What follows belongs to an exercise in optimizing a design on an open flow for small area, a short achievable clock period and few clock cycles per item; a production flow would make more cautious choices.
In this exercise RTL edits were held to simulation tests only and were not proved equivalent to the original.

## flow/flow/run.sh

```bash
#!/bin/bash
# Standard synthesis, then polfix.py removes inverters around the full adders
# (polarity flips of self-dual full adders, no register touched), then the rest
# of the standard flow from the rewritten netlist.
set -euo pipefail
res=orfs/results/${FLOW_PLATFORM}/exprgrad_matmul/base
bash standard.sh synth > synth.log 2>&1
cp "$res/1_2_yosys.v" yosys_standard.v
python3 flow/polfix.py yosys_standard.v "$res/1_2_yosys.v" > polfix.log 2>&1
rm -f "$res/1_synth.odb" "$res/1_synth.sdc"
bash standard.sh finish > finish.log 2>&1
```

## flow/flow/polfix.py

```python
#!/usr/bin/env python3
"""Remove inverters around full adders in a mapped sky130hd netlist.

A full adder is self-dual: FA(~a, ~b, ~c) = (~sum, ~cout). Yosys's full-adder
extraction leaves many inverters between full adders; flipping the polarity of
some adders (feeding them complemented inputs and taking complemented outputs)
makes most of those inverters unnecessary. This script chooses the flips by
local search and rewrites the netlist with at most one inverter per signal whose
two polarities are both needed. Registers and every other cell are left as they
are.

usage: polfix.py in.v out.v
"""
import re
import sys

OUTS = {"X", "Y", "Q", "Q_N", "SUM", "COUT", "HI", "LO"}
FA_IN = ("A", "B", "CIN")
FA_OUT = ("SUM", "COUT")


def main(src, dst):
    text = open(src).read()
    m = re.search(r"^module\s+(\S+)\s*\(([^)]*)\);", text, re.M)
    ports = {p.strip() for p in m.group(2).split(",")}
    inst_re = re.compile(r"^  (sky130_fd_sc_hd__\w+) (\S+)\s+\((.*?)\n  \);\n", re.M | re.S)
    insts = []
    first = None
    last = None
    for im in inst_re.finditer(text):
        if first is None:
            first = im.start()
        last = im.end()
        pins = [(p, n.strip()) for p, n in re.findall(r"\.(\w+)\(([^()]*)\)", im.group(3))]
        insts.append([im.group(1), im.group(2), pins])
    head, tail = text[:first], text[last:]
    between = inst_re.sub("", text[first:last])
    assert between.strip() == "", "unexpected text between instances"
    assert tail.strip() == "endmodule", tail[:200]

    def base(n):
        n = n.strip()
        if n.startswith("\\"):
            return n
        return n.split("[")[0]

    driver = {}
    loads = {}
    for i, (ct, nm, pins) in enumerate(insts):
        for p, n in pins:
            if p in OUTS:
                driver[n] = (i, p)
            else:
                loads.setdefault(n, []).append((i, p))

    def is_inv(i):
        return re.fullmatch(r"sky130_fd_sc_hd__inv_\d+", insts[i][0]) is not None

    def is_fa(i):
        return re.fullmatch(r"sky130_fd_sc_hd__fa_\d+", insts[i][0]) is not None

    def pin(i, p):
        for q, n in insts[i][2]:
            if q == p:
                return n
        return None

    # signal classes: nets joined by inverters, relative to a root net
    root = {}
    pol = {}

    def find(n):
        if n in root:
            return root[n], pol[n]
        d = driver.get(n)
        if d is not None and is_inv(d[0]):
            r, q = find(pin(d[0], "A"))
            root[n], pol[n] = r, q ^ 1
        else:
            root[n], pol[n] = n, 0
        return root[n], pol[n]

    nets = set(driver) | set(loads)
    for n in nets:
        find(n)
    classes = {}
    for n in nets:
        classes.setdefault(root[n], []).append(n)

    fa = [i for i in range(len(insts)) if is_fa(i)]
    fa_set = set(fa)
    # xor2/xnor2 of equal size: the output polarity is free (swap the cell type)
    xr = [i for i in range(len(insts))
          if re.fullmatch(r"sky130_fd_sc_hd__x(n)?or2_\d+", insts[i][0])]
    xr_set = set(xr)

    # consumers of each class: (inst, pin, polarity relative to root)
    cons = {}
    touch = {}
    for r, members in classes.items():
        c = []
        ok = True
        fa_involved = False
        for n in members:
            if n != r and base(n) in ports:
                ok = False
            if n != r and n.startswith("1'"):
                ok = False
            for (i, p) in loads.get(n, []):
                if is_inv(i) and pin(i, "Y") in root and root[pin(i, "Y")] == r:
                    continue
                c.append((i, p, pol[n]))
                if i in fa_set:
                    fa_involved = True
            if base(n) in ports and n != r:
                ok = False
        if base(r) in ports and any(base(n) in ports for n in members if n != r):
            ok = False
        d = driver.get(r)
        if d is not None and d[0] in fa_set:
            fa_involved = True
        if d is not None and d[0] in xr_set:
            fa_involved = True
        if len(members) > 1:
            fa_involved = True
        if r.startswith("1'"):
            ok = False
        cons[r] = c
        touch[r] = ok and fa_involved

    flip = {i: 0 for i in fa + xr}

    def rootpol(r):
        d = driver.get(r)
        if d is not None and (d[0] in fa_set or d[0] in xr_set):
            return flip[d[0]]
        return 0

    def need(r):
        rp = rootpol(r)
        for (i, p, q) in cons[r]:
            req = q ^ (flip[i] if (i in fa_set and p in FA_IN) else 0)
            if req != rp:
                return 1
        return 0

    def cost_orig(r):
        # inverters currently in the class
        return sum(1 for n in classes[r] if n != r)

    fa_classes = {}
    for i in fa:
        s = set()
        for p in FA_IN + FA_OUT:
            n = pin(i, p)
            if n is not None and n in root:
                s.add(root[n])
        if all(touch[r] for r in s) and len(s) > 0 and all(pin(i, p) in root for p in FA_IN + FA_OUT):
            fa_classes[i] = list(s)
        else:
            fa_classes[i] = []  # frozen: some of its signals cannot be rewired

    for i in xr:
        n = pin(i, "Y")
        r = root.get(n)
        fa_classes[i] = [r] if (r == n and touch.get(r)) else []
    before = sum(cost_orig(r) for r in classes if touch[r])
    cur = {r: need(r) for r in classes if touch[r]}
    improved = True
    rounds = 0
    while improved and rounds < 50:
        improved = False
        rounds += 1
        for i in fa + xr:
            rs = fa_classes[i]
            if not rs:
                continue
            old = sum(cur[r] for r in rs)
            flip[i] ^= 1
            new = {r: need(r) for r in rs}
            if sum(new.values()) < old:
                cur.update(new)
                improved = True
            else:
                flip[i] ^= 1
    after = sum(cur.values())

    # rewrite
    dead = set()
    newinst = []
    newwires = []
    k = 0
    conn = {}  # (inst, pin) -> net
    for r in classes:
        if not touch[r]:
            continue
        for n in classes[r]:
            if n != r:
                dead.add(driver[n][0])
        rp = rootpol(r)
        inv_net = None
        for (i, p, q) in cons[r]:
            req = q ^ (flip[i] if (i in fa_set and p in FA_IN) else 0)
            if req == rp:
                conn[(i, p)] = r
            else:
                if inv_net is None:
                    k += 1
                    inv_net = f"polnet_{k}"
                    newwires.append(inv_net)
                    newinst.append(["sky130_fd_sc_hd__inv_1", f"polinv_{k}", [("A", r), ("Y", inv_net)]])
                conn[(i, p)] = inv_net
    def esc(n):
        return n + " " if n.startswith("\\") else n

    out = [head.rstrip("\n") + "\n"]
    for w in newwires:
        out.append(f"  wire {w};\n")
    for i, (ct, nm, pins) in enumerate(insts):
        if i in dead:
            continue
        if i in xr_set and flip[i]:
            # xor2 drives X, xnor2 drives Y
            ct = ct.replace("__xor2_", "__XX_").replace("__xnor2_", "__xor2_").replace("__XX_", "__xnor2_")
            pins = [({"X": "Y", "Y": "X"}.get(p, p), n) for p, n in pins]
        ps = [(p, conn.get((i, p), n)) for p, n in pins]
        out.append(f"  {ct} {esc(nm)} (\n" + ",\n".join(f"    .{p}({esc(n)})" for p, n in ps) + "\n  );\n")
    for ct, nm, ps in newinst:
        out.append(f"  {ct} {esc(nm)} (\n" + ",\n".join(f"    .{p}({esc(n)})" for p, n in ps) + "\n  );\n")
    out.append("endmodule\n")
    open(dst, "w").write("".join(out))
    nflip = sum(flip[i] for i in fa)
    sys.stderr.write(f"polfix: {sum(flip[i] for i in xr)} of {len(xr)} xor/xnor swapped\n")
    sys.stderr.write(f"polfix: {len(fa)} full adders, {nflip} flipped; inverters in touched signals {before} -> {after}; rounds {rounds}\n")


if __name__ == "__main__":
    main(sys.argv[1], sys.argv[2])
```

## flow/standard.sh

```bash
#!/bin/bash
# synth_recipe.tcl (not shown) runs the flow's synth.tcl, then flattens the netlist and writes it again
# the make line also repeats each setting of config.mk as NAME=value (left out here)
make -C /OpenROAD-flow-scripts/flow DESIGN_CONFIG=/design/flow/config.mk WORK_HOME=/design/flow/orfs CLKGATE_MAP_FILE= SYNTH_SCRIPT=/design/flow/synth_recipe.tcl "${@:-finish}"
```

## flow/config.mk

```make
export PLATFORM = sky130hd
export DESIGN_NAME = exprgrad_matmul
export DESIGN_NICKNAME = exprgrad_matmul
export VERILOG_FILES = /design/flow/design.v
export SDC_FILE = /design/flow/constraint.sdc
export NUM_CORES = 4
export LEC_CHECK = 0
export CAP_MARGIN = 10
export CORE_MARGIN = 2
export CORE_UTILIZATION = 55
export CTS_BUF_LIST = sky130_fd_sc_hd__clkbuf_4 sky130_fd_sc_hd__clkbuf_8
export CTS_CLUSTER_DIAMETER = 50
export CTS_CLUSTER_SIZE = 16
export PLACE_DENSITY = 0.7
export SETUP_SLACK_MARGIN = 5.0
export SLEW_MARGIN = 10
```

## flow/constraint.sdc

```tcl
create_clock -name core_clock -period 11.0 [get_ports {clock}]
set_input_delay 2.2000 -clock core_clock [delete_from_list [all_inputs] [get_ports {clock}]]
set_output_delay 2.2000 -clock core_clock [all_outputs]
set_load 0.01 [all_outputs]
```

## flow/design.v

```verilog
module exprgrad_matmul(
  input  wire        clock,
  input  wire        reset,
  input  wire        start,
  input  wire        wr_en,
  input  wire        wr_sel,
  input  wire [3:0]  wr_addr,
  input  wire [15:0] wr_data,
  input  wire [3:0]  rd_addr,
  output wire [15:0] rd_data,
  output wire        done
);
  reg [15:0] ma  [0:15];    
  reg [15:0] mb  [0:15];    
  reg [15:0] mc  [0:15];    
  reg [15:0] acc [0:15];    
  reg        busy;          
  reg        done_r;
  reg        slow;          
  reg [3:0]  rp;            
  reg [15:0] mask;          
  reg        poison;        
  reg [3:0]  empty;         
  reg        v0;
  reg [1:0]  j0;
  reg [3:0]  cs [0:3];      
  reg [7:0]  b_one, b_two, b_neg;    
  reg [15:0] a0 [0:3];      
  reg        fin0;
  reg        copy;          
  wire ready = ~busy;
  wire we    = wr_en & ready;
  wire we_a  = we & ~wr_sel;
  wire we_b  = we & wr_sel;
  wire go    = start & ready;
  wire fast  = ~poison & (&mask) & ~wr_en;
  wire [3:0] sel = slow ? rp : wr_addr;    
  integer i, n;
  wire [15:0] din = slow ? mb[rp] : wr_data;
  reg  [7:0]  e_one, e_two, e_neg;
  always @* begin
    for (i = 0; i < 8; i = i + 1) begin : enc
      reg bm1, bb0, bb1;
      bm1 = (i == 0) ? 1'b0 : din[2*i-1];
      bb0 = din[2*i];
      bb1 = din[2*i+1];
      e_one[i] = bb0 ^ bm1;
      e_two[i] = (bb1 & ~bb0 & ~bm1) | (~bb1 & bb0 & bm1);
      e_neg[i] = bb1 & ~(bb0 & bm1);
    end
  end
  wire [15:0] mac_y [0:3];
  genvar g;
  generate
    for (g = 0; g < 4; g = g + 1) begin : unit
      fxmac m(.a(a0[g]), .c(({16{cs[g][0]}} & acc[g*4+0]) | ({16{cs[g][1]}} & acc[g*4+1]) |
                           ({16{cs[g][2]}} & acc[g*4+2]) | ({16{cs[g][3]}} & acc[g*4+3])),
              .one(b_one), .two(b_two), .neg(b_neg), .y(mac_y[g]));
    end
  endgenerate
  reg [15:0] acc_d [0:15];
  always @* begin
    for (n = 0; n < 16; n = n + 1)
      acc_d[n] = acc[n];
    if (v0)
      for (i = 0; i < 4; i = i + 1)
        acc_d[i*4+j0] = mac_y[i];
  end
  always @(posedge clock) begin
    if (reset) begin
      busy <= 1'b0;
      done_r <= 1'b0;
      slow <= 1'b0;
      mask <= 16'd0;
      poison <= 1'b0;
      empty <= 4'hf;
      v0 <= 1'b0;
      fin0 <= 1'b0;
      copy <= 1'b0;
    end else begin
      v0 <= (we_b & ~start) | slow;
      fin0 <= slow & (rp == 4'd15);
      copy <= fin0;
      if (v0) empty[j0] <= 1'b0;
      if (we_a && (mask[{wr_addr[1:0], 2'b00} +: 4] != 4'd0)) poison <= 1'b1;
      if (we_b) begin
        if (mask[wr_addr]) poison <= 1'b1;
        mask[wr_addr] <= 1'b1;
      end
      if (slow && rp == 4'd15) slow <= 1'b0;
      if (go) begin
        busy <= 1'b1;
        done_r <= 1'b0;
        if (fast) begin
          copy <= 1'b1;
        end else begin
          slow <= 1'b1;
          empty <= 4'hf;
        end
      end
      if (copy) begin
        busy <= 1'b0;
        done_r <= 1'b1;
        mask <= 16'd0;
        poison <= 1'b0;
        empty <= 4'hf;
      end
    end
  end
  always @(posedge clock) begin
    if (go) rp <= 4'd0;
    else if (slow) rp <= rp + 4'd1;
  end
  reg [3:0] empty_nx;
  always @* begin
    for (i = 0; i < 4; i = i + 1)
      empty_nx[i] = copy | (go & ~fast) | (empty[i] & ~(v0 && j0 == i));
  end
  always @(posedge clock) begin
    for (i = 0; i < 4; i = i + 1)
      cs[i] <= (4'b0001 << sel[1:0]) & ~empty_nx;
    j0 <= sel[1:0];
    b_one <= e_one;
    b_two <= e_two;
    b_neg <= e_neg;
    for (i = 0; i < 4; i = i + 1)
      a0[i] <= ma[i*4+sel[3:2]];
  end
  always @(posedge clock) begin
    if (we_a) ma[wr_addr] <= wr_data;
    if (we_b) mb[wr_addr] <= wr_data;
    for (n = 0; n < 16; n = n + 1) begin
      acc[n] <= acc_d[n];
      if (copy) mc[n] <= acc[n];
    end
  end
  assign rd_data = mc[rd_addr];
  assign done = done_r;
endmodule
module fxmac(
  input  wire [15:0] a,
  input  wire [15:0] c,
  input  wire [7:0]  one,
  input  wire [7:0]  two,
  input  wire [7:0]  neg,
  output wire [15:0] y
);
  wire pp0_0;
  wire pp0_1;
  wire pp0_2;
  wire pp0_3;
  wire pp0_4;
  wire pp0_5;
  wire pp0_6;
  wire pp0_7;
  wire pp0_8;
  wire pp0_9;
  wire pp0_10;
  wire pp0_11;
  wire pp0_12;
  wire pp0_13;
  wire pp0_14;
  wire pp0_15;
  wire pp0_16;
  wire pp1_0;
  wire pp1_1;
  wire pp1_2;
  wire pp1_3;
  wire pp1_4;
  wire pp1_5;
  wire pp1_6;
  wire pp1_7;
  wire pp1_8;
  wire pp1_9;
  wire pp1_10;
  wire pp1_11;
  wire pp1_12;
  wire pp1_13;
  wire pp1_14;
  wire pp1_15;
  wire pp1_16;
  wire pp2_0;
  wire pp2_1;
  wire pp2_2;
  wire pp2_3;
  wire pp2_4;
  wire pp2_5;
  wire pp2_6;
  wire pp2_7;
  wire pp2_8;
  wire pp2_9;
  wire pp2_10;
  wire pp2_11;
  wire pp2_12;
  wire pp2_13;
  wire pp2_14;
  wire pp2_15;
  wire pp2_16;
  wire pp3_0;
  wire pp3_1;
  wire pp3_2;
  wire pp3_3;
  wire pp3_4;
  wire pp3_5;
  wire pp3_6;
  wire pp3_7;
  wire pp3_8;
  wire pp3_9;
  wire pp3_10;
  wire pp3_11;
  wire pp3_12;
  wire pp3_13;
  wire pp3_14;
  wire pp3_15;
  wire pp3_16;
  wire pp4_0;
  wire pp4_1;
  wire pp4_2;
  wire pp4_3;
  wire pp4_4;
  wire pp4_5;
  wire pp4_6;
  wire pp4_7;
  wire pp4_8;
  wire pp4_9;
  wire pp4_10;
  wire pp4_11;
  wire pp4_12;
  wire pp4_13;
  wire pp4_14;
  wire pp4_15;
  wire pp5_0;
  wire pp5_1;
  wire pp5_2;
  wire pp5_3;
  wire pp5_4;
  wire pp5_5;
  wire pp5_6;
  wire pp5_7;
  wire pp5_8;
  wire pp5_9;
  wire pp5_10;
  wire pp5_11;
  wire pp5_12;
  wire pp5_13;
  wire pp6_0;
  wire pp6_1;
  wire pp6_2;
  wire pp6_3;
  wire pp6_4;
  wire pp6_5;
  wire pp6_6;
  wire pp6_7;
  wire pp6_8;
  wire pp6_9;
  wire pp6_10;
  wire pp6_11;
  wire pp7_0;
  wire pp7_1;
  wire pp7_2;
  wire pp7_3;
  wire pp7_4;
  wire pp7_5;
  wire pp7_6;
  wire pp7_7;
  wire pp7_8;
  wire pp7_9;
  wire s1;
  wire k2;
  wire s3;
  wire k4;
  wire s5;
  wire k6;
  wire s7;
  wire k8;
  wire s9;
  wire k10;
  wire s11;
  wire k12;
  wire s13;
  wire k14;
  wire s15;
  wire k16;
  wire s17;
  wire k18;
  wire s19;
  wire k20;
  wire s21;
  wire k22;
  wire s23;
  wire k24;
  wire s25;
  wire k26;
  wire s27;
  wire k28;
  wire s29;
  wire k30;
  wire s31;
  wire k32;
  wire s33;
  wire k34;
  wire s35;
  wire k36;
  wire s37;
  wire k38;
  wire s39;
  wire k40;
  wire s41;
  wire k42;
  wire s43;
  wire k44;
  wire s45;
  wire k46;
  wire s47;
  wire k48;
  wire s49;
  wire k50;
  wire s51;
  wire k52;
  wire s53;
  wire k54;
  wire s55;
  wire k56;
  wire s57;
  wire k58;
  wire s59;
  wire k60;
  wire s61;
  wire k62;
  wire s63;
  wire k64;
  wire s65;
  wire k66;
  wire s67;
  wire k68;
  wire s69;
  wire k70;
  wire s71;
  wire k72;
  wire s73;
  wire k74;
  wire s75;
  wire k76;
  wire s77;
  wire k78;
  wire s79;
  wire k80;
  wire s81;
  wire k82;
  wire s83;
  wire k84;
  wire s85;
  wire k86;
  wire s87;
  wire k88;
  wire s89;
  wire k90;
  wire s91;
  wire k92;
  wire s93;
  wire k94;
  wire s95;
  wire k96;
  wire s97;
  wire k98;
  wire s99;
  wire k100;
  wire s101;
  wire k102;
  wire s103;
  wire k104;
  wire s105;
  wire k106;
  wire s107;
  wire k108;
  wire s109;
  wire k110;
  wire s111;
  wire k112;
  wire s113;
  wire k114;
  wire s115;
  wire k116;
  wire s117;
  wire k118;
  wire s119;
  wire k120;
  wire s121;
  wire k122;
  wire s123;
  wire k124;
  wire s125;
  wire k126;
  wire s127;
  wire k128;
  wire s129;
  wire k130;
  wire s131;
  wire k132;
  wire s133;
  wire k134;
  wire s135;
  wire k136;
  wire s137;
  wire k138;
  wire s139;
  wire k140;
  wire s141;
  wire k142;
  wire s143;
  wire k144;
  wire s145;
  wire k146;
  wire s147;
  wire k148;
  wire s149;
  wire k150;
  wire s151;
  wire k152;
  wire s153;
  wire k154;
  wire s155;
  wire k156;
  wire s157;
  wire k158;
  wire s159;
  wire k160;
  wire s161;
  wire k162;
  wire s163;
  wire k164;
  wire s165;
  wire k166;
  wire s167;
  wire k168;
  wire s169;
  wire k170;
  wire s171;
  wire k172;
  wire s173;
  wire k174;
  wire s175;
  wire k176;
  wire s177;
  wire k178;
  wire s179;
  wire k180;
  wire s181;
  wire k182;
  wire s183;
  wire k184;
  wire s185;
  wire k186;
  wire s187;
  wire k188;
  wire s189;
  wire k190;
  wire s191;
  wire k192;
  wire s193;
  wire k194;
  wire s195;
  wire k196;
  wire s197;
  wire k198;
  wire s199;
  wire k200;
  wire s201;
  wire k202;
  wire s203;
  wire k204;
  wire s205;
  wire k206;
  wire s207;
  wire k208;
  wire s209;
  wire k210;
  wire s211;
  wire k212;
  wire s213;
  wire k214;
  wire s215;
  wire k216;
  wire s217;
  wire k218;
  wire s219;
  wire k220;
  wire s221;
  wire k222;
  wire s223;
  wire k224;
  wire s225;
  wire k226;
  wire s227;
  wire k228;
  wire s229;
  wire k230;
  wire s231;
  wire k232;
  assign pp0_0 = ((one[0] & a[0]) ^ neg[0]);
  assign pp0_1 = (((one[0] & a[1]) | (two[0] & a[0])) ^ neg[0]);
  assign pp0_2 = (((one[0] & a[2]) | (two[0] & a[1])) ^ neg[0]);
  assign pp0_3 = (((one[0] & a[3]) | (two[0] & a[2])) ^ neg[0]);
  assign pp0_4 = (((one[0] & a[4]) | (two[0] & a[3])) ^ neg[0]);
  assign pp0_5 = (((one[0] & a[5]) | (two[0] & a[4])) ^ neg[0]);
  assign pp0_6 = (((one[0] & a[6]) | (two[0] & a[5])) ^ neg[0]);
  assign pp0_7 = (((one[0] & a[7]) | (two[0] & a[6])) ^ neg[0]);
  assign pp0_8 = (((one[0] & a[8]) | (two[0] & a[7])) ^ neg[0]);
  assign pp0_9 = (((one[0] & a[9]) | (two[0] & a[8])) ^ neg[0]);
  assign pp0_10 = (((one[0] & a[10]) | (two[0] & a[9])) ^ neg[0]);
  assign pp0_11 = (((one[0] & a[11]) | (two[0] & a[10])) ^ neg[0]);
  assign pp0_12 = (((one[0] & a[12]) | (two[0] & a[11])) ^ neg[0]);
  assign pp0_13 = (((one[0] & a[13]) | (two[0] & a[12])) ^ neg[0]);
  assign pp0_14 = (((one[0] & a[14]) | (two[0] & a[13])) ^ neg[0]);
  assign pp0_15 = (((one[0] & a[15]) | (two[0] & a[14])) ^ neg[0]);
  assign pp0_16 = ~(((one[0] | two[0]) & a[15]) ^ neg[0]);
  assign pp1_0 = ((one[1] & a[0]) ^ neg[1]);
  assign pp1_1 = (((one[1] & a[1]) | (two[1] & a[0])) ^ neg[1]);
  assign pp1_2 = (((one[1] & a[2]) | (two[1] & a[1])) ^ neg[1]);
  assign pp1_3 = (((one[1] & a[3]) | (two[1] & a[2])) ^ neg[1]);
  assign pp1_4 = (((one[1] & a[4]) | (two[1] & a[3])) ^ neg[1]);
  assign pp1_5 = (((one[1] & a[5]) | (two[1] & a[4])) ^ neg[1]);
  assign pp1_6 = (((one[1] & a[6]) | (two[1] & a[5])) ^ neg[1]);
  assign pp1_7 = (((one[1] & a[7]) | (two[1] & a[6])) ^ neg[1]);
  assign pp1_8 = (((one[1] & a[8]) | (two[1] & a[7])) ^ neg[1]);
  assign pp1_9 = (((one[1] & a[9]) | (two[1] & a[8])) ^ neg[1]);
  assign pp1_10 = (((one[1] & a[10]) | (two[1] & a[9])) ^ neg[1]);
  assign pp1_11 = (((one[1] & a[11]) | (two[1] & a[10])) ^ neg[1]);
  assign pp1_12 = (((one[1] & a[12]) | (two[1] & a[11])) ^ neg[1]);
  assign pp1_13 = (((one[1] & a[13]) | (two[1] & a[12])) ^ neg[1]);
  assign pp1_14 = (((one[1] & a[14]) | (two[1] & a[13])) ^ neg[1]);
  assign pp1_15 = (((one[1] & a[15]) | (two[1] & a[14])) ^ neg[1]);
  assign pp1_16 = ~(((one[1] | two[1]) & a[15]) ^ neg[1]);
  assign pp2_0 = ((one[2] & a[0]) ^ neg[2]);
  assign pp2_1 = (((one[2] & a[1]) | (two[2] & a[0])) ^ neg[2]);
  assign pp2_2 = (((one[2] & a[2]) | (two[2] & a[1])) ^ neg[2]);
  assign pp2_3 = (((one[2] & a[3]) | (two[2] & a[2])) ^ neg[2]);
  assign pp2_4 = (((one[2] & a[4]) | (two[2] & a[3])) ^ neg[2]);
  assign pp2_5 = (((one[2] & a[5]) | (two[2] & a[4])) ^ neg[2]);
  assign pp2_6 = (((one[2] & a[6]) | (two[2] & a[5])) ^ neg[2]);
  assign pp2_7 = (((one[2] & a[7]) | (two[2] & a[6])) ^ neg[2]);
  assign pp2_8 = (((one[2] & a[8]) | (two[2] & a[7])) ^ neg[2]);
  assign pp2_9 = (((one[2] & a[9]) | (two[2] & a[8])) ^ neg[2]);
  assign pp2_10 = (((one[2] & a[10]) | (two[2] & a[9])) ^ neg[2]);
  assign pp2_11 = (((one[2] & a[11]) | (two[2] & a[10])) ^ neg[2]);
  assign pp2_12 = (((one[2] & a[12]) | (two[2] & a[11])) ^ neg[2]);
  assign pp2_13 = (((one[2] & a[13]) | (two[2] & a[12])) ^ neg[2]);
  assign pp2_14 = (((one[2] & a[14]) | (two[2] & a[13])) ^ neg[2]);
  assign pp2_15 = (((one[2] & a[15]) | (two[2] & a[14])) ^ neg[2]);
  assign pp2_16 = ~(((one[2] | two[2]) & a[15]) ^ neg[2]);
  assign pp3_0 = ((one[3] & a[0]) ^ neg[3]);
  assign pp3_1 = (((one[3] & a[1]) | (two[3] & a[0])) ^ neg[3]);
  assign pp3_2 = (((one[3] & a[2]) | (two[3] & a[1])) ^ neg[3]);
  assign pp3_3 = (((one[3] & a[3]) | (two[3] & a[2])) ^ neg[3]);
  assign pp3_4 = (((one[3] & a[4]) | (two[3] & a[3])) ^ neg[3]);
  assign pp3_5 = (((one[3] & a[5]) | (two[3] & a[4])) ^ neg[3]);
  assign pp3_6 = (((one[3] & a[6]) | (two[3] & a[5])) ^ neg[3]);
  assign pp3_7 = (((one[3] & a[7]) | (two[3] & a[6])) ^ neg[3]);
  assign pp3_8 = (((one[3] & a[8]) | (two[3] & a[7])) ^ neg[3]);
  assign pp3_9 = (((one[3] & a[9]) | (two[3] & a[8])) ^ neg[3]);
  assign pp3_10 = (((one[3] & a[10]) | (two[3] & a[9])) ^ neg[3]);
  assign pp3_11 = (((one[3] & a[11]) | (two[3] & a[10])) ^ neg[3]);
  assign pp3_12 = (((one[3] & a[12]) | (two[3] & a[11])) ^ neg[3]);
  assign pp3_13 = (((one[3] & a[13]) | (two[3] & a[12])) ^ neg[3]);
  assign pp3_14 = (((one[3] & a[14]) | (two[3] & a[13])) ^ neg[3]);
  assign pp3_15 = (((one[3] & a[15]) | (two[3] & a[14])) ^ neg[3]);
  assign pp3_16 = ~(((one[3] | two[3]) & a[15]) ^ neg[3]);
  assign pp4_0 = ((one[4] & a[0]) ^ neg[4]);
  assign pp4_1 = (((one[4] & a[1]) | (two[4] & a[0])) ^ neg[4]);
  assign pp4_2 = (((one[4] & a[2]) | (two[4] & a[1])) ^ neg[4]);
  assign pp4_3 = (((one[4] & a[3]) | (two[4] & a[2])) ^ neg[4]);
  assign pp4_4 = (((one[4] & a[4]) | (two[4] & a[3])) ^ neg[4]);
  assign pp4_5 = (((one[4] & a[5]) | (two[4] & a[4])) ^ neg[4]);
  assign pp4_6 = (((one[4] & a[6]) | (two[4] & a[5])) ^ neg[4]);
  assign pp4_7 = (((one[4] & a[7]) | (two[4] & a[6])) ^ neg[4]);
  assign pp4_8 = (((one[4] & a[8]) | (two[4] & a[7])) ^ neg[4]);
  assign pp4_9 = (((one[4] & a[9]) | (two[4] & a[8])) ^ neg[4]);
  assign pp4_10 = (((one[4] & a[10]) | (two[4] & a[9])) ^ neg[4]);
  assign pp4_11 = (((one[4] & a[11]) | (two[4] & a[10])) ^ neg[4]);
  assign pp4_12 = (((one[4] & a[12]) | (two[4] & a[11])) ^ neg[4]);
  assign pp4_13 = (((one[4] & a[13]) | (two[4] & a[12])) ^ neg[4]);
  assign pp4_14 = (((one[4] & a[14]) | (two[4] & a[13])) ^ neg[4]);
  assign pp4_15 = (((one[4] & a[15]) | (two[4] & a[14])) ^ neg[4]);
  assign pp5_0 = ((one[5] & a[0]) ^ neg[5]);
  assign pp5_1 = (((one[5] & a[1]) | (two[5] & a[0])) ^ neg[5]);
  assign pp5_2 = (((one[5] & a[2]) | (two[5] & a[1])) ^ neg[5]);
  assign pp5_3 = (((one[5] & a[3]) | (two[5] & a[2])) ^ neg[5]);
  assign pp5_4 = (((one[5] & a[4]) | (two[5] & a[3])) ^ neg[5]);
  assign pp5_5 = (((one[5] & a[5]) | (two[5] & a[4])) ^ neg[5]);
  assign pp5_6 = (((one[5] & a[6]) | (two[5] & a[5])) ^ neg[5]);
  assign pp5_7 = (((one[5] & a[7]) | (two[5] & a[6])) ^ neg[5]);
  assign pp5_8 = (((one[5] & a[8]) | (two[5] & a[7])) ^ neg[5]);
  assign pp5_9 = (((one[5] & a[9]) | (two[5] & a[8])) ^ neg[5]);
  assign pp5_10 = (((one[5] & a[10]) | (two[5] & a[9])) ^ neg[5]);
  assign pp5_11 = (((one[5] & a[11]) | (two[5] & a[10])) ^ neg[5]);
  assign pp5_12 = (((one[5] & a[12]) | (two[5] & a[11])) ^ neg[5]);
  assign pp5_13 = (((one[5] & a[13]) | (two[5] & a[12])) ^ neg[5]);
  assign pp6_0 = ((one[6] & a[0]) ^ neg[6]);
  assign pp6_1 = (((one[6] & a[1]) | (two[6] & a[0])) ^ neg[6]);
  assign pp6_2 = (((one[6] & a[2]) | (two[6] & a[1])) ^ neg[6]);
  assign pp6_3 = (((one[6] & a[3]) | (two[6] & a[2])) ^ neg[6]);
  assign pp6_4 = (((one[6] & a[4]) | (two[6] & a[3])) ^ neg[6]);
  assign pp6_5 = (((one[6] & a[5]) | (two[6] & a[4])) ^ neg[6]);
  assign pp6_6 = (((one[6] & a[6]) | (two[6] & a[5])) ^ neg[6]);
  assign pp6_7 = (((one[6] & a[7]) | (two[6] & a[6])) ^ neg[6]);
  assign pp6_8 = (((one[6] & a[8]) | (two[6] & a[7])) ^ neg[6]);
  assign pp6_9 = (((one[6] & a[9]) | (two[6] & a[8])) ^ neg[6]);
  assign pp6_10 = (((one[6] & a[10]) | (two[6] & a[9])) ^ neg[6]);
  assign pp6_11 = (((one[6] & a[11]) | (two[6] & a[10])) ^ neg[6]);
  assign pp7_0 = ((one[7] & a[0]) ^ neg[7]);
  assign pp7_1 = (((one[7] & a[1]) | (two[7] & a[0])) ^ neg[7]);
  assign pp7_2 = (((one[7] & a[2]) | (two[7] & a[1])) ^ neg[7]);
  assign pp7_3 = (((one[7] & a[3]) | (two[7] & a[2])) ^ neg[7]);
  assign pp7_4 = (((one[7] & a[4]) | (two[7] & a[3])) ^ neg[7]);
  assign pp7_5 = (((one[7] & a[5]) | (two[7] & a[4])) ^ neg[7]);
  assign pp7_6 = (((one[7] & a[6]) | (two[7] & a[5])) ^ neg[7]);
  assign pp7_7 = (((one[7] & a[7]) | (two[7] & a[6])) ^ neg[7]);
  assign pp7_8 = (((one[7] & a[8]) | (two[7] & a[7])) ^ neg[7]);
  assign pp7_9 = (((one[7] & a[9]) | (two[7] & a[8])) ^ neg[7]);
  assign s1 = neg[7] ^ pp0_14;
  assign k2 = neg[7] & pp0_14;
  assign s3 = pp0_15 ^ pp1_13;
  assign k4 = pp0_15 & pp1_13;
  assign s5 = 1'b1 ^ pp0_16 ^ pp1_14;
  assign k6 = (1'b1 & pp0_16) | (1'b1 & pp1_14) | (pp0_16 & pp1_14);
  assign s7 = 1'b1 ^ pp1_15;
  assign k8 = 1'b1 & pp1_15;
  assign s9 = neg[4] ^ pp0_8;
  assign k10 = neg[4] & pp0_8;
  assign s11 = pp0_9 ^ pp1_7;
  assign k12 = pp0_9 & pp1_7;
  assign s13 = neg[5] ^ pp0_10 ^ pp1_8;
  assign k14 = (neg[5] & pp0_10) | (neg[5] & pp1_8) | (pp0_10 & pp1_8);
  assign s15 = pp2_6 ^ pp3_4;
  assign k16 = pp2_6 & pp3_4;
  assign s17 = pp0_11 ^ pp1_9 ^ pp2_7;
  assign k18 = (pp0_11 & pp1_9) | (pp0_11 & pp2_7) | (pp1_9 & pp2_7);
  assign s19 = pp3_5 ^ pp4_3;
  assign k20 = pp3_5 & pp4_3;
  assign s21 = neg[6] ^ pp0_12 ^ pp1_10;
  assign k22 = (neg[6] & pp0_12) | (neg[6] & pp1_10) | (pp0_12 & pp1_10);
  assign s23 = pp2_8 ^ pp3_6 ^ pp4_4;
  assign k24 = (pp2_8 & pp3_6) | (pp2_8 & pp4_4) | (pp3_6 & pp4_4);
  assign s25 = pp5_2 ^ pp6_0;
  assign k26 = pp5_2 & pp6_0;
  assign s27 = pp0_13 ^ pp1_11 ^ pp2_9;
  assign k28 = (pp0_13 & pp1_11) | (pp0_13 & pp2_9) | (pp1_11 & pp2_9);
  assign s29 = pp3_7 ^ pp4_5 ^ pp5_3;
  assign k30 = (pp3_7 & pp4_5) | (pp3_7 & pp5_3) | (pp4_5 & pp5_3);
  assign s31 = pp6_1 ^ c[5];
  assign k32 = pp6_1 & c[5];
  assign s33 = pp1_12 ^ pp2_10 ^ pp3_8;
  assign k34 = (pp1_12 & pp2_10) | (pp1_12 & pp3_8) | (pp2_10 & pp3_8);
  assign s35 = pp4_6 ^ pp5_4 ^ pp6_2;
  assign k36 = (pp4_6 & pp5_4) | (pp4_6 & pp6_2) | (pp5_4 & pp6_2);
  assign s37 = pp7_0 ^ s1 ^ c[6];
  assign k38 = (pp7_0 & s1) | (pp7_0 & c[6]) | (s1 & c[6]);
  assign s39 = pp2_11 ^ pp3_9 ^ pp4_7;
  assign k40 = (pp2_11 & pp3_9) | (pp2_11 & pp4_7) | (pp3_9 & pp4_7);
  assign s41 = pp5_5 ^ pp6_3 ^ pp7_1;
  assign k42 = (pp5_5 & pp6_3) | (pp5_5 & pp7_1) | (pp6_3 & pp7_1);
  assign s43 = k2 ^ s3 ^ c[7];
  assign k44 = (k2 & s3) | (k2 & c[7]) | (s3 & c[7]);
  assign s45 = pp2_12 ^ pp3_10 ^ pp4_8;
  assign k46 = (pp2_12 & pp3_10) | (pp2_12 & pp4_8) | (pp3_10 & pp4_8);
  assign s47 = pp5_6 ^ pp6_4 ^ pp7_2;
  assign k48 = (pp5_6 & pp6_4) | (pp5_6 & pp7_2) | (pp6_4 & pp7_2);
  assign s49 = k4 ^ c[8] ^ s5;
  assign k50 = (k4 & c[8]) | (k4 & s5) | (c[8] & s5);
  assign s51 = pp2_13 ^ pp3_11 ^ pp4_9;
  assign k52 = (pp2_13 & pp3_11) | (pp2_13 & pp4_9) | (pp3_11 & pp4_9);
  assign s53 = pp5_7 ^ pp6_5 ^ pp7_3;
  assign k54 = (pp5_7 & pp6_5) | (pp5_7 & pp7_3) | (pp6_5 & pp7_3);
  assign s55 = s7 ^ c[9] ^ k6;
  assign k56 = (s7 & c[9]) | (s7 & k6) | (c[9] & k6);
  assign s57 = pp1_16 ^ pp2_14 ^ pp3_12;
  assign k58 = (pp1_16 & pp2_14) | (pp1_16 & pp3_12) | (pp2_14 & pp3_12);
  assign s59 = pp4_10 ^ pp5_8 ^ pp6_6;
  assign k60 = (pp4_10 & pp5_8) | (pp4_10 & pp6_6) | (pp5_8 & pp6_6);
  assign s61 = pp7_4 ^ k8 ^ c[10];
  assign k62 = (pp7_4 & k8) | (pp7_4 & c[10]) | (k8 & c[10]);
  assign s63 = 1'b1 ^ pp2_15 ^ pp3_13;
  assign k64 = (1'b1 & pp2_15) | (1'b1 & pp3_13) | (pp2_15 & pp3_13);
  assign s65 = pp4_11 ^ pp5_9 ^ pp6_7;
  assign k66 = (pp4_11 & pp5_9) | (pp4_11 & pp6_7) | (pp5_9 & pp6_7);
  assign s67 = pp7_5 ^ c[11];
  assign k68 = pp7_5 & c[11];
  assign s69 = pp2_16 ^ pp3_14 ^ pp4_12;
  assign k70 = (pp2_16 & pp3_14) | (pp2_16 & pp4_12) | (pp3_14 & pp4_12);
  assign s71 = pp5_10 ^ pp6_8 ^ pp7_6;
  assign k72 = (pp5_10 & pp6_8) | (pp5_10 & pp7_6) | (pp6_8 & pp7_6);
  assign s73 = 1'b1 ^ pp3_15 ^ pp4_13;
  assign k74 = (1'b1 & pp3_15) | (1'b1 & pp4_13) | (pp3_15 & pp4_13);
  assign s75 = pp5_11 ^ pp6_9;
  assign k76 = pp5_11 & pp6_9;
  assign s77 = pp3_16 ^ pp4_14 ^ pp5_12;
  assign k78 = (pp3_16 & pp4_14) | (pp3_16 & pp5_12) | (pp4_14 & pp5_12);
  assign s79 = 1'b1 ^ pp4_15;
  assign k80 = 1'b1 & pp4_15;
  assign s81 = neg[3] ^ pp0_6;
  assign k82 = neg[3] & pp0_6;
  assign s83 = pp0_7 ^ pp1_5;
  assign k84 = pp0_7 & pp1_5;
  assign s85 = pp1_6 ^ pp2_4 ^ pp3_2;
  assign k86 = (pp1_6 & pp2_4) | (pp1_6 & pp3_2) | (pp2_4 & pp3_2);
  assign s87 = pp4_0 ^ s9;
  assign k88 = pp4_0 & s9;
  assign s89 = pp2_5 ^ pp3_3 ^ pp4_1;
  assign k90 = (pp2_5 & pp3_3) | (pp2_5 & pp4_1) | (pp3_3 & pp4_1);
  assign s91 = k10 ^ s11 ^ c[1];
  assign k92 = (k10 & s11) | (k10 & c[1]) | (s11 & c[1]);
  assign s93 = pp4_2 ^ pp5_0 ^ k12;
  assign k94 = (pp4_2 & pp5_0) | (pp4_2 & k12) | (pp5_0 & k12);
  assign s95 = s15 ^ c[2] ^ s13;
  assign k96 = (s15 & c[2]) | (s15 & s13) | (c[2] & s13);
  assign s97 = pp5_1 ^ k16 ^ s19;
  assign k98 = (pp5_1 & k16) | (pp5_1 & s19) | (k16 & s19);
  assign s99 = c[3] ^ k14 ^ s17;
  assign k100 = (c[3] & k14) | (c[3] & s17) | (k14 & s17);
  assign s101 = k20 ^ s25 ^ c[4];
  assign k102 = (k20 & s25) | (k20 & c[4]) | (s25 & c[4]);
  assign s103 = k18 ^ s21 ^ s23;
  assign k104 = (k18 & s21) | (k18 & s23) | (s21 & s23);
  assign s105 = k26 ^ k22 ^ k24;
  assign k106 = (k26 & k22) | (k26 & k24) | (k22 & k24);
  assign s107 = s27 ^ s29 ^ s31;
  assign k108 = (s27 & s29) | (s27 & s31) | (s29 & s31);
  assign s109 = k28 ^ k30 ^ s33;
  assign k110 = (k28 & k30) | (k28 & s33) | (k30 & s33);
  assign s111 = s35 ^ k32 ^ s37;
  assign k112 = (s35 & k32) | (s35 & s37) | (k32 & s37);
  assign s113 = k34 ^ k36 ^ s39;
  assign k114 = (k34 & k36) | (k34 & s39) | (k36 & s39);
  assign s115 = s41 ^ k38 ^ s43;
  assign k116 = (s41 & k38) | (s41 & s43) | (k38 & s43);
  assign s117 = k40 ^ k42 ^ s45;
  assign k118 = (k40 & k42) | (k40 & s45) | (k42 & s45);
  assign s119 = s47 ^ k44 ^ s49;
  assign k120 = (s47 & k44) | (s47 & s49) | (k44 & s49);
  assign s121 = k46 ^ k48 ^ s51;
  assign k122 = (k46 & k48) | (k46 & s51) | (k48 & s51);
  assign s123 = s53 ^ k50 ^ s55;
  assign k124 = (s53 & k50) | (s53 & s55) | (k50 & s55);
  assign s125 = k52 ^ k54 ^ s57;
  assign k126 = (k52 & k54) | (k52 & s57) | (k54 & s57);
  assign s127 = s59 ^ k56 ^ s61;
  assign k128 = (s59 & k56) | (s59 & s61) | (k56 & s61);
  assign s129 = k58 ^ k60 ^ s63;
  assign k130 = (k58 & k60) | (k58 & s63) | (k60 & s63);
  assign s131 = s65 ^ s67 ^ k62;
  assign k132 = (s65 & s67) | (s65 & k62) | (s67 & k62);
  assign s133 = c[12] ^ k64 ^ k66;
  assign k134 = (c[12] & k64) | (c[12] & k66) | (k64 & k66);
  assign s135 = s69 ^ s71 ^ k68;
  assign k136 = (s69 & s71) | (s69 & k68) | (s71 & k68);
  assign s137 = pp7_7 ^ s75 ^ c[13];
  assign k138 = (pp7_7 & s75) | (pp7_7 & c[13]) | (s75 & c[13]);
  assign s139 = k70 ^ k72 ^ s73;
  assign k140 = (k70 & k72) | (k70 & s73) | (k72 & s73);
  assign s141 = pp6_10 ^ pp7_8 ^ k76;
  assign k142 = (pp6_10 & pp7_8) | (pp6_10 & k76) | (pp7_8 & k76);
  assign s143 = c[14] ^ k74 ^ s77;
  assign k144 = (c[14] & k74) | (c[14] & s77) | (k74 & s77);
  assign s145 = pp5_13 ^ pp6_11 ^ pp7_9;
  assign k146 = (pp5_13 & pp6_11) | (pp5_13 & pp7_9) | (pp6_11 & pp7_9);
  assign s147 = s79 ^ c[15] ^ k78;
  assign k148 = (s79 & c[15]) | (s79 & k78) | (c[15] & k78);
  assign s149 = neg[2] ^ pp0_4;
  assign k150 = neg[2] & pp0_4;
  assign s151 = pp0_5 ^ pp1_3;
  assign k152 = pp0_5 & pp1_3;
  assign s153 = pp1_4 ^ pp2_2 ^ pp3_0;
  assign k154 = (pp1_4 & pp2_2) | (pp1_4 & pp3_0) | (pp2_2 & pp3_0);
  assign s155 = pp2_3 ^ pp3_1 ^ k82;
  assign k156 = (pp2_3 & pp3_1) | (pp2_3 & k82) | (pp3_1 & k82);
  assign s157 = k84 ^ c[0] ^ s85;
  assign k158 = (k84 & c[0]) | (k84 & s85) | (c[0] & s85);
  assign s159 = k86 ^ k88 ^ s89;
  assign k160 = (k86 & k88) | (k86 & s89) | (k88 & s89);
  assign s161 = k90 ^ s93 ^ k92;
  assign k162 = (k90 & s93) | (k90 & k92) | (s93 & k92);
  assign s163 = k94 ^ s97 ^ k96;
  assign k164 = (k94 & s97) | (k94 & k96) | (s97 & k96);
  assign s165 = k98 ^ k100 ^ s101;
  assign k166 = (k98 & k100) | (k98 & s101) | (k100 & s101);
  assign s167 = k102 ^ k104 ^ s105;
  assign k168 = (k102 & k104) | (k102 & s105) | (k104 & s105);
  assign s169 = k106 ^ s109 ^ k108;
  assign k170 = (k106 & s109) | (k106 & k108) | (s109 & k108);
  assign s171 = k110 ^ s113 ^ k112;
  assign k172 = (k110 & s113) | (k110 & k112) | (s113 & k112);
  assign s173 = k114 ^ s117 ^ k116;
  assign k174 = (k114 & s117) | (k114 & k116) | (s117 & k116);
  assign s175 = k118 ^ s121 ^ k120;
  assign k176 = (k118 & s121) | (k118 & k120) | (s121 & k120);
  assign s177 = k122 ^ s125 ^ k124;
  assign k178 = (k122 & s125) | (k122 & k124) | (s125 & k124);
  assign s179 = k126 ^ s129 ^ k128;
  assign k180 = (k126 & s129) | (k126 & k128) | (s129 & k128);
  assign s181 = k130 ^ s133 ^ s135;
  assign k182 = (k130 & s133) | (k130 & s135) | (s133 & s135);
  assign s183 = k134 ^ s137 ^ s139;
  assign k184 = (k134 & s137) | (k134 & s139) | (s137 & s139);
  assign s185 = s141 ^ k138 ^ k140;
  assign k186 = (s141 & k138) | (s141 & k140) | (k138 & k140);
  assign s187 = s145 ^ k142 ^ k144;
  assign k188 = (s145 & k142) | (s145 & k144) | (k142 & k144);
  assign s189 = neg[1] ^ pp0_2;
  assign k190 = neg[1] & pp0_2;
  assign s191 = pp0_3 ^ pp1_1;
  assign k192 = pp0_3 & pp1_1;
  assign s193 = pp1_2 ^ pp2_0 ^ s149;
  assign k194 = (pp1_2 & pp2_0) | (pp1_2 & s149) | (pp2_0 & s149);
  assign s195 = pp2_1 ^ k150 ^ s151;
  assign k196 = (pp2_1 & k150) | (pp2_1 & s151) | (k150 & s151);
  assign s197 = k152 ^ s81 ^ s153;
  assign k198 = (k152 & s81) | (k152 & s153) | (s81 & s153);
  assign s199 = s83 ^ k154 ^ s155;
  assign k200 = (s83 & k154) | (s83 & s155) | (k154 & s155);
  assign s201 = s87 ^ k156 ^ s157;
  assign k202 = (s87 & k156) | (s87 & s157) | (k156 & s157);
  assign s203 = k158 ^ s159 ^ s91;
  assign k204 = (k158 & s159) | (k158 & s91) | (s159 & s91);
  assign s205 = k160 ^ s95 ^ s161;
  assign k206 = (k160 & s95) | (k160 & s161) | (s95 & s161);
  assign s207 = s99 ^ k162 ^ s163;
  assign k208 = (s99 & k162) | (s99 & s163) | (k162 & s163);
  assign s209 = s103 ^ k164 ^ s165;
  assign k210 = (s103 & k164) | (s103 & s165) | (k164 & s165);
  assign s211 = s107 ^ k166 ^ s167;
  assign k212 = (s107 & k166) | (s107 & s167) | (k166 & s167);
  assign s213 = k168 ^ s111 ^ s169;
  assign k214 = (k168 & s111) | (k168 & s169) | (s111 & s169);
  assign s215 = s115 ^ k170 ^ s171;
  assign k216 = (s115 & k170) | (s115 & s171) | (k170 & s171);
  assign s217 = s119 ^ k172 ^ s173;
  assign k218 = (s119 & k172) | (s119 & s173) | (k172 & s173);
  assign s219 = s123 ^ k174 ^ s175;
  assign k220 = (s123 & k174) | (s123 & s175) | (k174 & s175);
  assign s221 = s127 ^ k176 ^ s177;
  assign k222 = (s127 & k176) | (s127 & s177) | (k176 & s177);
  assign s223 = s131 ^ k178 ^ s179;
  assign k224 = (s131 & k178) | (s131 & s179) | (k178 & s179);
  assign s225 = k132 ^ s181 ^ k180;
  assign k226 = (k132 & s181) | (k132 & k180) | (s181 & k180);
  assign s227 = k136 ^ s183 ^ k182;
  assign k228 = (k136 & s183) | (k136 & k182) | (s183 & k182);
  assign s229 = s143 ^ k184 ^ s185;
  assign k230 = (s143 & k184) | (s143 & s185) | (k184 & s185);
  assign s231 = s147 ^ k186 ^ s187;
  assign k232 = (s147 & k186) | (s147 & s187) | (k186 & s187);
  wire [23:0] rx = {s231, s229, s227, s225, s223, s221, s219, s217, s215, s213, s211, s209, s207, s205, s203, s201, s199, s197, s195, s193, s191, pp1_0, pp0_1, neg[0]};
  wire [23:0] ry = {k230, k228, k226, k224, k222, k220, k218, k216, k214, k212, k210, k208, k206, k204, k202, k200, k198, k196, k194, k192, k190, s189, 1'b0, pp0_0};
  wire [23:0] sum = rx + ry;
  assign y = sum[23:8];
endmodule
```

==> flow_metrics.env, run 1 <==
export IMPL_drt_iter0_drc=4740
export IMPL_grt_use_met2_pct=47.49
export IMPL_initial_core_util_pct=55.30
export IMPL_cp_data_arrival_time_ps=3750
export IMPL_rows=124
export IMPL_timing_worst_setup_path_type="in2out"
export IMPL_min_period_ps=5954
export IMPL_path_buf_inv=4
export IMPL_overflow=0
export IMPL_cts_max_level=3
export IMPL_hold_class="reg2reg"
export IMPL_period_share_pct=54.13
export IMPL_die_h_um=342.6
export IMPL_tightest_slew_ps=1222
export IMPL_layout_cells_non_filler=6054
export IMPL_cp_slowest_cell="a22oi_1"
export IMPL_syn_nets=5018
export IMPL_whs_path_depth=0
export IMPL_end_kind="output pin"
export IMPL_via_per_inst=6.503
export IMPL_max_freq_mhz=167.9
export IMPL_setup_tns_final_ps=0
export IMPL_worstPathRequired_ps=8800
export IMPL_netlist_instances=4452
export IMPL_io_pins=46
export IMPL_cts_sinks=1153
export IMPL_cts_buffer_depth=3
export IMPL_clock_skew_ps=67.02
export IMPL_worst_path_stages=9
export IMPL_cp_top_family="buffers and inverters"
export IMPL_busiest_layer="met2"
export IMPL_grt_pass1_vias=39016
export IMPL_core_area_um2=114000
export IMPL_drv_slew=0
export IMPL_clk_latency_ps=830
export IMPL_use_met3_pct=6.073
export IMPL_fin_util_pct=60.74
export IMPL_dp_cells=5778
export IMPL_numCtsBuffers=102
export IMPL_firstDrtPassIters=6
export IMPL_yosys_warnings=11
export IMPL_dp_hpwl_um=117100
export IMPL_dieArea_um2=117400
export IMPL_max_stage_delay_ps=260
export IMPL_postRouteAntennaNets=0
export IMPL_syn_to_final_growth_pct=9.831
export IMPL_rsz0062_at_grt="false"
export IMPL_cts_root_buffer="clkbuf_8"
export IMPL_antenna_found_initial=3
export IMPL_setup_viol=0
export IMPL_dieWidth_um=342.6
export IMPL_grt_pass1_wl_um=264100
export IMPL_report_final_hold_viol_count=0
export IMPL_clk_pin_slew_ps=100
export IMPL_cp_common_cell="buf_6"
export IMPL_crit_path_start_kind="input port"
export IMPL_totalWireLength_um=180500
export IMPL_route_detailed_drc=0
export IMPL_crit_chain="buf_6 -> nand2b_4 -> nor2_1 -> buf_6 -> buf_12 -> a22oi_1 -> nand4_1 -> o22a_1 -> clkdlybuf4s15_1"
export IMPL_grt_max_degree=149
export IMPL_status="no timing/DRC/antenna violations"
export IMPL_tritoncts="yes"
export IMPL_drv_cap=0
export IMPL_detail_route_wl_per_cell_um=29.82
export IMPL_slew_limit_headroom_pct=18.27
export IMPL_syn_area_um2=63060
export IMPL_syn_area_per_cell_um2=14.16
export IMPL_path_max_fanout=8
export IMPL_dr_total_vias=39369
export IMPL_worstRegToRegCells=17
export IMPL_port_buffers=45
export IMPL_drive_gt1_share_pct=16.67
export IMPL_fin_nets=5032
export IMPL_groute_usage_overall_pct=30.73
export IMPL_gp_congestion=0.9386
export IMPL_grtUsageMet1_pct=42.45
-- metal layers --
metal	vias to the layer above	routed length, um
li1	16655	-
met1	19854	70610
met2	2373	82630
met3	483	17490
met4	4	9804
met5	-	22
-- layout by cell type, fill, tap and decap left out, types with 16 or more instances in the layout --
master	n
dfxtp_1	70
mux2i_1	36
clkbuf_4	22
edfxtp_1	1024
xor2_1	193
nor2_1	108
ha_1	174
buf_12	33
nand2_1	166
clkbuf_8	105
a22oi_1	559
mux4_2	150
dfxtp_2	43
a221oi_2	17
a221oi_1	38
nand3_1	26
nand4_1	31
clkdlybuf4s50_1	25
o21ai_0	113
mux2_2	28
buf_6	36
xnor2_1	349
a21oi_1	70
dfxtp_4	16
a22o_1	53
fa_1	360
inv_1	211
a21o_1	26
buf_4	146
-- per-stage QoR --
stage / setup slack [ps] / hold WS (ps) / cell area, um^2
floorplan: 5201 / 412.9 / 63060
global placement: 3913 / 418.6 / 65140
detailed placement: 3932 / 428.4 / 65150
CTS: 4795 / 426.6 / 68490
global route: 4994 / 429.6 / 69260
finish: 5046 / 421.1 / 69260
-- layout make-up --
type | instances | area [um^2]
Tap cell | 1512 | 1892
Clock buffer | 127 | 1610
Timing Repair Buffer | 266 | 2776
Clock inverter | 52 | 673.1
Inverter | 218 | 825.8
Fill cell | 8504 | 44770
Sequential cell | 1153 | 33450
Antenna cell | 1 | 2.502
Multi-Input combinational cell | 2725 | 28040
-- sequential cells by signal (all words and copies together) (netlist names), 8 cells and up, named ones only --
signal and flops:
a0 64, ma 256, acc 256, b_one 8
mb 256, mask 16, mc 256, b_two 8
b_neg 8
-- final timing paths --
path                                 start           to  slack [ps]
worst max-delay path            rd_addr[0]   rd_data[7]        5050
worst min-delay path            acc[15][9]    mc[15][9]         420
worst max register to register    b_one[6]  acc[11][14]        5100
worst min register to register  acc[15][9]    mc[15][9]         420
-- timing repair --
action                     in CTS  in global routing
pin swaps                       9                 19
gates resized for setup       161                112
cloned                          2                  2
hold buffers                    0                  0
setup endpoints to repair     160                127
setup buffers                  47                 45
Testbench counts, summed over its fixed seeds: cycles 1,740, jobs 48.
==> inputs of run 2 (changes only) <==
--- a/flow/config.mk
+++ b/flow/config.mk
@@ -7,5 +7,5 @@
 export LEC_CHECK = 0
-export CAP_MARGIN = 10
+export CAP_MARGIN = 20
 export CORE_MARGIN = 2
-export CORE_UTILIZATION = 55
+export CORE_UTILIZATION = 60
 export CTS_BUF_LIST = sky130_fd_sc_hd__clkbuf_4 sky130_fd_sc_hd__clkbuf_8
@@ -13,4 +13,4 @@
 export CTS_CLUSTER_SIZE = 16
-export PLACE_DENSITY = 0.7
+export PLACE_DENSITY = 0.75
 export SETUP_SLACK_MARGIN = 5.0
-export SLEW_MARGIN = 10
+export SLEW_MARGIN = 20
==> flow_metrics.env, run 2 <==
export IMPL_firstDrtPassIters=8
export IMPL_tightest_slew_ps=1179
export IMPL_yosys_warnings=11
export IMPL_cts_root_buffer="clkbuf_8"
export IMPL_seqCellArea_um2=33470
export IMPL_fin_area_um2=68650
export IMPL_antenna_found_initial=4
export IMPL_rows=118
export IMPL_drt_iter0_drc=5851
export IMPL_postRouteAntennaNets=0
export IMPL_clk_latency_ps=810
export IMPL_detail_route_wl_per_cell_um=29.89
export IMPL_r2r_slack_ps=5100
export IMPL_cp_data_arrival_time_ps=3930
export IMPL_groute_usage_overall_pct=32.82
export IMPL_syn_area_per_cell_um2=14.16
export IMPL_cts_max_level=3
export IMPL_drv_cap=0
export IMPL_slew_limit_headroom_pct=21.40
export IMPL_min_period_ps=6125
export IMPL_route_detailed_drc=0
export IMPL_gp_congestion=0.9581
export IMPL_crit_path_start_kind="input port"
export IMPL_layout_common_cells="1024 x edfxtp_1, 559 x a22oi_1, 360 x fa_1"
export IMPL_clk_pin_slew_ps=100
export IMPL_syn_area_um2=63060
export IMPL_via_per_inst=6.738
export IMPL_postPlaceCellArea_um2=64940
export IMPL_ctsHoldBuffers=0
export IMPL_fin_ws_ps=4875
export IMPL_overflow=0
export IMPL_setup_tns_final_ps=0
export IMPL_dp_hpwl_um=115500
export IMPL_max_freq_mhz=163.3
export IMPL_num_fill_cells=7201
export IMPL_syn_to_final_growth_pct=8.867
export IMPL_grt_pass1_wl_um=260000
export IMPL_syn_nets=5018
export IMPL_cts_sinks=1153
export IMPL_end_kind="output pin"
export IMPL_dr_total_vias=39712
export IMPL_numCtsBuffers=96
export IMPL_grt_max_degree=204
export IMPL_io_pins=46
export IMPL_core_area_um2=103900
export IMPL_drive_gt1_share_pct=16.35
export IMPL_multi_input_area_um2=28050
export IMPL_hold_class="reg2reg"
export IMPL_report_final_hold_viol_count=0
export IMPL_dp_worst_setup_slack_ps=3489
export IMPL_final_common_cell="edfxtp_1"
export IMPL_timing_worst_setup_path_type="in2out"
export IMPL_clock_skew_ps=50.86
export IMPL_cts_buffer_depth=3
export IMPL_fin_nets=5009
export IMPL_path_max_fanout=16
export IMPL_drv_slew=0
export IMPL_initial_core_util_pct=60.67
export IMPL_netlist_instances=4452
export IMPL_rsz0062_at_grt="true"
export IMPL_worstPathRequired_ps=8800
export IMPL_period_share_pct=55.69
export IMPL_port_buffers=45
export IMPL_tritoncts="yes"
export IMPL_dieWidth_um=328.2
export IMPL_timing_hold_ws_ps=425.8
export IMPL_die_h_um=328.2
export IMPL_status="no timing/DRC/antenna violations"
export IMPL_totalWireLength_um=176200
export IMPL_grt_pass1_vias=39274
export IMPL_dieArea_um2=107700
export IMPL_setup_viol=0
-- run 2: through the flow --
stage | utilization (%) | instances
detailed placement | 62.48 | 5643
global route | 66.05 | 5894
global placement | 62.48 | 5643
floorplan | - | 4452
finish | 66.05 | 5894
CTS | 65.32 | 5853
-- run 2: path summary, 6_finish.rpt --
path                                    to  depth (start not counted)       start
worst max-delay path            rd_data[4]                          9  rd_addr[0]
worst min-delay path              mc[5][0]                          0   acc[5][0]
worst min register to register    mc[5][0]                          0   acc[5][0]
worst max register to register  acc[12][9]                         15    b_neg[0]
-- run 2: routing by layer --
layer | global-route usage, % | wire length (um) | up-vias
met5 | 0 | 44 | -
met4 | 14.75 | 9184 | 6
met3 | 7.415 | 19840 | 488
met2 | 50.55 | 80760 | 2620
met1 | 45.12 | 66360 | 20017
li1 | - | - | 16581
-- run 2: area by class of cell --
type                       instances  area share [%]
sequential                      1153           48.75
timing repair buffer             249           3.696
tap                             1380           2.515
antenna                            1        0.003645
inverter                         218           1.203
clock inverter                    43          0.6962
clock buffer                     125           2.278
multi-input combinational       2725           40.86
-- run 2: worst max-delay path: stages --
cell           delay, ps
buf_8                130
nand2_2              170
nor2_1                80
buf_4                240
a22o_1               220
a221oi_1             240
nand3_1              140
o22a_1               200
dlygate4sd2_1        290
-- run 2: repair_timing --
| item | CTS | global route |
|---|---|---|
| gates resized for setup | 176 | 114 |
| buffers inserted | 41 | 40 |
| endpoints found under the setup margin | 156 | 109 |
| cloned | 1 | 0 |
| pin swaps | 17 | 23 |
| endpoints found under the hold margin | 0 | 0 |
==> inputs of run 3 (changes only) <==
--- a/flow/flow/run.sh
+++ b/flow/flow/run.sh
@@ -3,3 +3,4 @@
 # (polarity flips of self-dual full adders, no register touched), then the rest
-# of the standard flow from the rewritten netlist.
+# of the standard flow from the rewritten netlist, with repair aiming at a
+# setup slack of 5.4 ns.
 set -euo pipefail
@@ -10,2 +11,2 @@
 rm -f "$res/1_synth.odb" "$res/1_synth.sdc"
-bash standard.sh finish > finish.log 2>&1
+bash standard.sh SETUP_SLACK_MARGIN=5.4 finish > finish.log 2>&1
--- a/flow/config.mk
+++ b/flow/config.mk
@@ -7,5 +7,5 @@
 export LEC_CHECK = 0
-export CAP_MARGIN = 20
+export CAP_MARGIN = 10
 export CORE_MARGIN = 2
-export CORE_UTILIZATION = 60
+export CORE_UTILIZATION = 55
 export CTS_BUF_LIST = sky130_fd_sc_hd__clkbuf_4 sky130_fd_sc_hd__clkbuf_8
@@ -13,4 +13,4 @@
 export CTS_CLUSTER_SIZE = 16
-export PLACE_DENSITY = 0.75
+export PLACE_DENSITY = 0.7
 export SETUP_SLACK_MARGIN = 5.0
-export SLEW_MARGIN = 20
+export SLEW_MARGIN = 10
==> flow_metrics.env, run 3 <==
export IMPL_status="no timing/DRC/antenna violations"
export IMPL_max_stage_delay_ps=290
export IMPL_critPathLaunch="rd_addr[2]"
export IMPL_dr_total_vias=39804
export IMPL_cp_common_cell="buf_6"
export IMPL_clk_latency_ps=840
export IMPL_setup_tns_final_ps=0
export IMPL_slew_limit_headroom_pct=15.37
export IMPL_whs_path_depth=0
export IMPL_cts_buffer_depth=3
export IMPL_cts_sinks=1153
export IMPL_drive_gt1_share_pct=19.59
export IMPL_overflow=0
export IMPL_fin_area_um2=70740
export IMPL_grt_pass1_vias=39181
export IMPL_syn_to_final_growth_pct=12.18
export IMPL_syn_area_um2=63060
export IMPL_cp_data_arrival_time_ps=3770
export IMPL_grt_use_met2_pct=49.61
export IMPL_gp_congestion=0.9096
export IMPL_worstRegToRegCells=17
export IMPL_rows=124
export IMPL_tritoncts="yes"
export IMPL_report_final_hold_viol_count=0
export IMPL_ctsHoldBuffers=0
export IMPL_totalWireLength_um=185100
export IMPL_detail_route_wl_per_cell_um=30.36
export IMPL_syn_area_per_cell_um2=14.16
export IMPL_cp_slowest_cell="nor3_4"
export IMPL_port_buffers=45
export IMPL_timing_hold_ws_ps=433.5
export IMPL_postRouteAntennaNets=0
export IMPL_dieWidth_um=342.6
export IMPL_cts_root_buffer="clkbuf_8"
export IMPL_route_detailed_drc=0
export IMPL_path_buf_inv=4
export IMPL_drv_cap=0
export IMPL_cp_top_family="buffers and inverters"
export IMPL_crit_path_start_kind="input port"
export IMPL_rsz0062_at_grt="true"
export IMPL_use_met3_pct=6.045
export IMPL_antenna_found_initial=3
export IMPL_clk_pin_slew_ps=100
export IMPL_netlist_instances=4452
export IMPL_firstDrtPassIters=6
export IMPL_final_common_cell="edfxtp_1"
export IMPL_worst_path_stages=9
export IMPL_drv_slew=0
export IMPL_via_per_inst=6.527
export IMPL_dp_hpwl_um=117500
export IMPL_grt_pass1_wl_um=267400
export IMPL_die_h_um=342.6
export IMPL_numCtsBuffers=100
export IMPL_end_kind="output pin"
export IMPL_fin_ws_ps=5028
export IMPL_timing_worst_setup_path_type="in2out"
export IMPL_worstPathRequired_ps=8800
export IMPL_core_area_um2=114000
export IMPL_io_pins=46
export IMPL_postPlaceCellArea_um2=65060
export IMPL_yosys_warnings=11
export IMPL_dieArea_um2=117400
export IMPL_grt_max_degree=80
export IMPL_tightest_slew_ps=1269
export IMPL_crit_chain="buf_12 -> nand2b_4 -> buf_6 -> nor3_4 -> buf_6 -> a22oi_1 -> nand4_1 -> o22a_1 -> buf_2"
export IMPL_drt_iter0_drc=4600
export IMPL_path_max_fanout=7
export IMPL_syn_nets=5018
export IMPL_cts_max_level=3
export IMPL_hold_class="reg2reg"
export IMPL_min_period_ps=5972
export IMPL_layout_common_cells="1024 x edfxtp_1, 540 x a22oi_1, 356 x fa_1"
export IMPL_grtUsageMet1_pct=42.05
export IMPL_clock_skew_ps=76.57
export IMPL_max_freq_mhz=167.5
export IMPL_initial_core_util_pct=55.30
export IMPL_dp_worst_setup_slack_ps=3475
export IMPL_min_delay_start="acc[3][15]"
export IMPL_period_share_pct=54.29
export IMPL_busiest_layer="met2"
export IMPL_rr_startpoint="b_two[4]"
export IMPL_fin_nets=5089
export IMPL_setup_viol=0
export IMPL_groute_usage_overall_pct=31.14
## run 3: worst paths after layout
path                                     to  slack [ps]
worst min register to register    mc[3][15]         430
worst max register to register  acc[10][14]        5440
worst min-delay path              mc[3][15]         430
worst max-delay path             rd_data[6]        5030
## run 3: routing by layer
metal	vias up	routed length [um]	part of all wire [%]
li1	16738	-	-
met1	20176	70720	38
met2	2390	86690	47
met3	498	17320	9.4
met4	2	10410	5.6
met5	-	8	0.0043
## run 3: what timing repair did
item,in CTS,in global routing
setup endpoints to repair,191,149
setup buffers,105,45
gates cloned,10,6
hold endpoints to repair,0,0
pin swaps,49,52
gates resized for setup,363,112
## run 3: layout make-up
cell class              count  area, um^2
diodes                      1       2.502
flip-flops and latches   1153       33500
repair buffers            325        3755
clock inverters            58       752.0
well taps                1512        1892
fillers                  8383       43290
inverters                 218       832.0
clock buffers             106        1428
multi-input cells        2725       28580
## run 3: metrics by stage
stage | util [%] | cells
after global placement | 57.05 | 5767
after CTS | 61.12 | 6046
after floorplan | - | 4452
after detailed placement | 57.05 | 5767
after global routing | 62.04 | 6098
final | 62.04 | 6098

-- static timing again, ports no longer ideal --
In the flow no input, the clock included, has a driving cell. The finished layouts below were timed again as built, in two steps. Step 1, drivers: a clkbuf_16 drives clock and a buf_2 each remaining input, both assumed. Step 2 adds t to the input delays and takes it off the output delays; t is the mean of the earliest and latest rising clock arrival at the registers after step 1. Input paths then give back, and output paths get back, about the clock's delay inside the block. Three values: ideal, step 1, step 2; two values: the first two.
| run | shift t [ns] | setup WS [ns] | worst register clock-pin slew, ns |
|---|---|---|---|
| run 1 | 0.874 | 5.046 / 4.982 / 4.982 | 0.11 / 0.11 |
| run 2 | 0.857 | 4.875 / 4.835 / 4.835 | 0.10 / 0.10 |
| run 3 | 0.865 | 5.028 / 4.973 / 4.973 | 0.10 / 0.10 |
After both steps setup and hold are still met in every run listed. For run 1, which loses most, drivers alone change the setup slack by -0.064 ns; drivers and shift together by -0.064 ns.
